From an optimization exercise on the open Yosys and OpenROAD flow, aimed at small area and a short achievable clock period; shortcuts taken in it are not production practice. Only simulation tests tie the RTL to the original design; equivalence was not proved. Power is estimated from default activity; no workload was simulated.

==> flow/design.v <==
`timescale 1ns/10ps
module gin_tags
    (
        input             clk,
        input             rstb,
        input             program_en,
        input      [3:0]  scan_in,
        output     [47:0] tags     
    );
    reg [3:0] chain [0:22];
    integer k;
    always @(posedge clk or negedge rstb) begin
        if (!rstb) begin
            for (k = 0; k < 23; k = k + 1) chain[k] <= 4'd0;
        end else if (program_en) begin
            chain[0] <= scan_in;
            for (k = 1; k < 23; k = k + 1) chain[k] <= chain[k-1];
        end
    end
    genvar g;
    generate
        for (g = 0; g < 12; g = g + 1) begin : t
            assign tags[4*g +: 4] = chain[2*g];
        end
    endgenerate
endmodule
module pe_unit
    (
        input             clk,
        input             rstb,
        input             ifmap_enable,
        input             filter_enable,
        input      [15:0] ifmap,
        input      [15:0] filter,
        input      [15:0] input_psum,
        output reg        ready,
        output     [15:0] output_psum
    );
    reg [15:0] fm [0:3];
    reg [15:0] im [0:3];
    reg [15:0] acc;
    reg        ld;       
    reg [3:0]  st;       
    integer k;
    always @(posedge clk or negedge rstb) begin
        if (!rstb) begin
            for (k = 0; k < 4; k = k + 1) begin
                fm[k] <= 16'd0;
                im[k] <= 16'd0;
            end
        end else begin
            if (filter_enable) begin
                fm[0] <= filter;
                for (k = 1; k < 4; k = k + 1) fm[k] <= fm[k-1];
            end
            if (ifmap_enable) begin
                im[0] <= ifmap;
                for (k = 1; k < 4; k = k + 1) im[k] <= im[k-1];
            end
        end
    end
    wire is_acc = !ld && st[3:2] == 2'b01;
    always @(posedge clk or negedge rstb) begin
        if (!rstb) begin
            ld    <= 1'b1;
            st    <= 4'd0;
            ready <= 1'b0;
        end else begin
            ready <= ld;
            if (ld) begin
                if (st == 4'd3) begin
                    ld <= 1'b0;
                    st <= 4'd0;
                end else if (ifmap_enable) begin
                    st <= st + 4'd1;
                end
            end else begin
                st <= (st == 4'd11) ? 4'd4 : st + 4'd1;
            end
        end
    end
    reg [1:0] sel;
    reg       add_acc;
    always @(*) begin
        sel     = 2'd0;
        add_acc = 1'b0;
        if (!ld) begin
            case (st)
                4'd1:  begin sel = 2'd1; add_acc = 1'b1; end
                4'd2:  begin sel = 2'd2; add_acc = 1'b1; end
                4'd3:  begin sel = 2'd3; add_acc = 1'b1; end
                4'd4, 4'd5, 4'd6, 4'd7: add_acc = 1'b1;
                4'd10: begin sel = 2'd1; add_acc = 1'b1; end
                4'd11: begin sel = 2'd2; add_acc = 1'b1; end
                default: ;
            endcase
        end
    end
    wire [15:0] prod = fm[sel] * im[sel];
    wire [15:0] a    = is_acc ? input_psum : prod;
    wire [15:0] b    = add_acc ? acc : 16'd0;
    assign output_psum = a + b;
    always @(posedge clk) begin
        if (!is_acc) acc <= output_psum;
    end
endmodule
module ml_accelerator
    #(
        parameter BITWIDTH              = 16,
        parameter PE_Y_SIZE             = 3,
        parameter PE_X_SIZE             = 3,
        parameter TAG_LENGTH            = 4,
        parameter PACKET_LENGTH         = 2*TAG_LENGTH+BITWIDTH,
        parameter NUM_PE                = PE_Y_SIZE*PE_X_SIZE
    )
    (
        input   clk,
        input   rstb,
        input  [PACKET_LENGTH-1:0]          data_packet_ifmap,
        input  [PACKET_LENGTH-1:0]          data_packet_filter,
        output [BITWIDTH*PE_X_SIZE-1:0]     ofmap,
        input  [TAG_LENGTH-1:0]             scan_chain_input_ifmap,
        input  [TAG_LENGTH-1:0]             scan_chain_input_filter,
        output                              ready,
        input                               program_en,
        input                               gin_enable_filter,
        input                               gin_enable_ifmap,
        input                               pe_reset
    );
    wire pe_rstb = rstb & pe_reset;
    wire [47:0] tags_i, tags_f;
    gin_tags gt_i (.clk(clk), .rstb(rstb), .program_en(program_en),
                   .scan_in(scan_chain_input_ifmap), .tags(tags_i));
    gin_tags gt_f (.clk(clk), .rstb(rstb), .program_en(program_en),
                   .scan_in(scan_chain_input_filter), .tags(tags_f));
    wire [8:0]  pe_ready;
    wire [15:0] psum [0:11];
    assign psum[9]  = 16'd0;
    assign psum[10] = 16'd0;
    assign psum[11] = 16'd0;
    wire [3:0] rt_i = data_packet_ifmap[23:20],  ct_i = data_packet_ifmap[19:16];
    wire [3:0] rt_f = data_packet_filter[23:20], ct_f = data_packet_filter[19:16];
    genvar i, j;
    generate
        for (i = 0; i < 3; i = i + 1) begin : row
            wire row_ready = &pe_ready[3*i +: 3];
            wire row_i = gin_enable_ifmap  & row_ready & (tags_i[4*i +: 4] == rt_i);
            wire row_f = gin_enable_filter & row_ready & (tags_f[4*i +: 4] == rt_f);
            for (j = 0; j < 3; j = j + 1) begin : col
                wire en_i = row_i & (tags_i[4*(3+3*i+j) +: 4] == ct_i);
                wire en_f = row_f & (tags_f[4*(3+3*i+j) +: 4] == ct_f);
                pe_unit u (
                    .clk          (clk),
                    .rstb         (pe_rstb),
                    .ifmap_enable (en_i),
                    .filter_enable(en_f),
                    .ifmap        (data_packet_ifmap[15:0]),
                    .filter       (data_packet_filter[15:0]),
                    .input_psum   (psum[3*(i+1)+j]),
                    .ready        (pe_ready[3*i+j]),
                    .output_psum  (psum[3*i+j])
                );
            end
        end
    endgenerate
    assign ready = &pe_ready;
    assign ofmap = {psum[2], psum[1], psum[0]};
endmodule
==> flow/run.sh <==
#!/bin/bash
# synth_recipe.tcl (not shown) runs the flow's synth.tcl, then flattens the netlist and writes it again
# the make line also repeats each setting of config.mk as NAME=value (left out here)
make -C /OpenROAD-flow-scripts/flow DESIGN_CONFIG=/design/flow/config.mk WORK_HOME=/design/flow/orfs CLKGATE_MAP_FILE= SYNTH_SCRIPT=/design/flow/synth_recipe.tcl finish
==> flow/config.mk <==
export PLATFORM = sky130hd
export DESIGN_NAME = ml_accelerator
export DESIGN_NICKNAME = ml_accelerator
export VERILOG_FILES = /design/flow/design.v
export SDC_FILE = /design/flow/constraint.sdc
export NUM_CORES = 4
export LEC_CHECK = 0
export CAP_MARGIN = 20
export CORE_MARGIN = 2
export CORE_UTILIZATION = 40
export PLACE_DENSITY = 0.6
export SLEW_MARGIN = 20
==> flow/constraint.sdc <==
create_clock -name core_clock -period 17.0 [get_ports {clk}]
set_input_delay 3.4000 -clock core_clock [delete_from_list [all_inputs] [get_ports {clk}]]
set_output_delay 3.4000 -clock core_clock [all_outputs]
set_load 0.01 [all_outputs]
==> impl_metrics.toml <==
[synth]
synth-main-ff-cell = "dfrtp_1"
yosys_warnings = 6
synth_common_cells = "mux2_2, dfrtp_1, inv_1"
synth_compound_area_share_pct = 5.93
synth_top_cell_area_share_pct = 31.5
synthCells = 10421
synth_edf_count = 144
synth.avg_cell_area_um2 = 10.5
async_reset_ff_share_pct = 90.6
netlist_area_um2 = 110000
synth_seq_area_share_pct = 35.6
synth_area_leaders = "dfrtp_1, mux2_2, fa_1"
synth_mux_area_share_pct = 16.8
synth-seq-cells = 1534
synth_cell_type_count = 85
synth_top_area_cell = "dfrtp_1"
syn_nets = 11824
synth.most_common_cell = "mux2_2"
synthAdderAreaFrac_pct = 20.3
synthXorXnorAreaFrac_pct = 4.60
synth_simple_gate_area_share_pct = 10.8
synth_top_family_by_area = "adder cells"

[sta]
fin_crit_ps = 15650
report.final.setup_viol = 0
slew_headroom_pct = 19.1
setup_tns_ps = 0
fin_skew_ps = 70.3
drv_slew = 0
whs_ps = 491
max_freq_mhz = 63.9
hold_viol = 0
rsz0062_at_grt = "no"
tightest_slew_ps = 1180
period_share_pct = 92.1

[grt]
grt_first_pass_wirelength_mm = 453
track_usage_pct = 20.6
antenna_found_initial = 30
first_global_vias = 78751
grt_max_degree = 174
grt_overflow = 0

[setup_path]
reg2reg_slack_ps = 5950
end_kind = "output port"
cp.required_ps = 13600
path_common_cell = "ha_1"
cpMaxStageDelayCell = "dfstp_2"
start_kind = "flop"
cpPeakStageDelay_ps = 940
critical_path.max_fanout = 34
critical_path_class = "reg -> out"
crit_arrival_ps = 12250

[placement]
io_buffers = 110
hpwl_mm = 201
gp_congestion = 0.882
dp.cells = 13900

[final_layout]
instances_no_fill = 14230
fill_cells = 25510
fin_nets = 11889
fin_util_pct = 44.4
drive_gt1_share_pct = 20.9
syn2layout_area_growth_pct = 10.7
multi_input_area_um2 = 64300
regArea_um2 = 39100

[route]
drt-total-wl_mm = 285
drc = 0
wl_per_cell_um = 20.0
drt-vias-per-instance = 5.25
num_vias = 74645
drt_iter0_drc = 4882
ant_nets = 0
drt-pass1-iter-count = 7

[power]
seqPwrFrac_pct = 48.0
p_comb_share_pct = 5.8
p_leak_nw = 57.8
clkPwrFrac_pct = 46.3
p_int_mw = 6.36
max-vdd-ir-drop_uv = 97.8
power.switching_mw = 2.01
power_density_nw_per_um2 = 68.9
swShare_pct = 24.0

[floorplan]
coreArea_um2 = 273000
rows = 192
dieArea_um2 = 279000
pin_count = 111
dieWidth_um = 528
die_h_um = 528
start_util_pct = 40.2

[cts]
cts_max_level = 4
cts_setup_buffers = 0
cts_made_buffers = 171
cts_buffer_depth = 3
cts.sinks = 1534
clk_pin_slew_ps = 60
clk_latency_ps = 870
cts_tree = "yes"
cts_hold_buffers = 0
cts-root-buf = "clkbuf_16"
cts_resized = 0

[worst_hold_path]
min_path_type = "reg -> reg"

[run_status]
status = "finished clean"

[flow_run]
maxCapViolCount = 0
## metal layers
metal | vias up | wire length (um) | track usage, %
met5 | - | 67 | 0
met4 | 10 | 8780 | 6.44
met3 | 435 | 14100 | 2.98
met2 | 1700 | 137000 | 34.8
met1 | 38116 | 125000 | 27.1
li1 | 34384 | - | -
## per-stage QoR
step	power (mW)	worst slack, ps	area (um2)
CTS	8.48	1380	121000
global route	8.70	482	121000
floorplan	4.37	2020	110000
finish	8.37	1350	121000
global placement	4.55	2380	115000
detailed placement	4.58	2380	115000
## power by group through the flow
stage                     logic, mW  registers (mW)  clock network [mW]
final                         0.484            4.02                3.87
after global routing          0.533            4.04                4.12
after CTS                     0.496            4.02                3.97
after detailed placement      0.492            4.08                   0
after global placement        0.479            4.08                   0
after floorplan               0.328            4.04                   0
## placed cells by master (no fill, tap or decap), types with 29 or more instances in the layout
cell             instances
clkdlybuf4s50_1        108
a21o_1                  67
o21ai_0                212
xor2_1                 128
edfxtp_1               144
xnor2_1                407
o31ai_1                 31
nand3_1                126
nor2b_1                 76
nor2_1                 760
nand2b_1               169
and2_1                 151
a21oi_1                302
o21bai_1                51
dfrtp_1               1381
fa_1                   729
clkinv_2                29
inv_1                 1324
nor3_1                  44
a31oi_1                 57
clkbuf_8                30
nand4_1                 31
ha_1                   612
mux2i_1                216
or2_2                  225
nand2_1                857
o22ai_1                 36
mux2_2                1441
clkbuf_1                36
clkbuf_16              177
buf_4                  188
## sequential cells by signal (all words and copies together) (netlist names)
name,flops
row.col.u.fm,576
row.col.u.im,576
row.col.u.ld,9
row.col.u.acc,144
gt_f.chain,92
row.col.u.st,36
row.col.u.ready,9
gt_i.chain,92
## cell type report
cell class	instances	share of cell area, %
timing repair buffer	304	2.17
sequential	1534	32.2
tap	3589	3.70
inverter	1326	4.10
multi-input combinational	7149	52.9
clock inverter	73	0.778
clock buffer	242	4.09
antenna	13	0.0268
## cells by family (layout without fill, tap and decap cells)
logic type / count (synthesis) / count (layout)
buffers and inverters: 1738 / 1945
AOI/OAI and AO/OA: 1028 / 1028
xor gates and xnor gates: 551 / 551
and+or+nand+nor: 2570 / 2570
DFF: 1534 / 1534
other: 0 / 13
adders and majority gates: 1341 / 1341
muxes: 1659 / 1659
## critical path, delay by kind of cell, from the launching register on
kind                       cells  cell delay (ps)
AOI/OAI and AO/OA             15             3820
xor gates and xnor gates       4              800
adders and majority gates     10             3760
buffers and inverters          7             1200
DFF                            1              940
and+or+nand+nor                7              890
## final timing paths
path / from / to / cells past startpoint
max reg2reg: row[2].col[1].u.ld$_DFF_PN1_ / row[0].col[1].u.acc[15]$_DFFE_PN_ / 42
max in group asynchronous: rstb / row[0].col[2].u.fm[1][8]$_DFFE_PN0P_ / 5
min reg2reg: row[1].col[0].u.fm[1][5]$_DFFE_PN0P_ / row[1].col[0].u.fm[2][5]$_DFFE_PN0P_ / 1
min: row[1].col[0].u.fm[1][5]$_DFFE_PN0P_ / row[1].col[0].u.fm[2][5]$_DFFE_PN0P_ / 1
min in group asynchronous: rstb / gt_i.chain[0][1]$_DFFE_PN0P_ / 1
max: row[2].col[1].u.ld$_DFF_PN1_ / ofmap[31] / 43

## separate check: timing with driven ports
No port has a modelled driver above. Below, the same layout with a new extraction and two added sets of constraints.
Step 1 sets driving cells, clkbuf_16 on the clock port and buf_2 on the other inputs (assumed; they add their load-dependent delay and slew).
Step 2 also shifts input and output timing later by t, the mid clock arrival at the registers, as if the neighbouring blocks saw the same clock.
Slacks: ideal / step 1 / step 2; pairs: ideal / step 1.
shift t [ns]: 0.913
setup slack, ns: 1.349 / 1.255 / 2.168
worst setup path after step 2: register to output
slew at the worst register clock pin (ns): 0.07 / 0.07
cell pins on the clock port's net: 1
After both steps this run still meets setup and hold. The setup slack of this run moves by -0.094 ns with the drivers and by +0.819 ns with both steps.
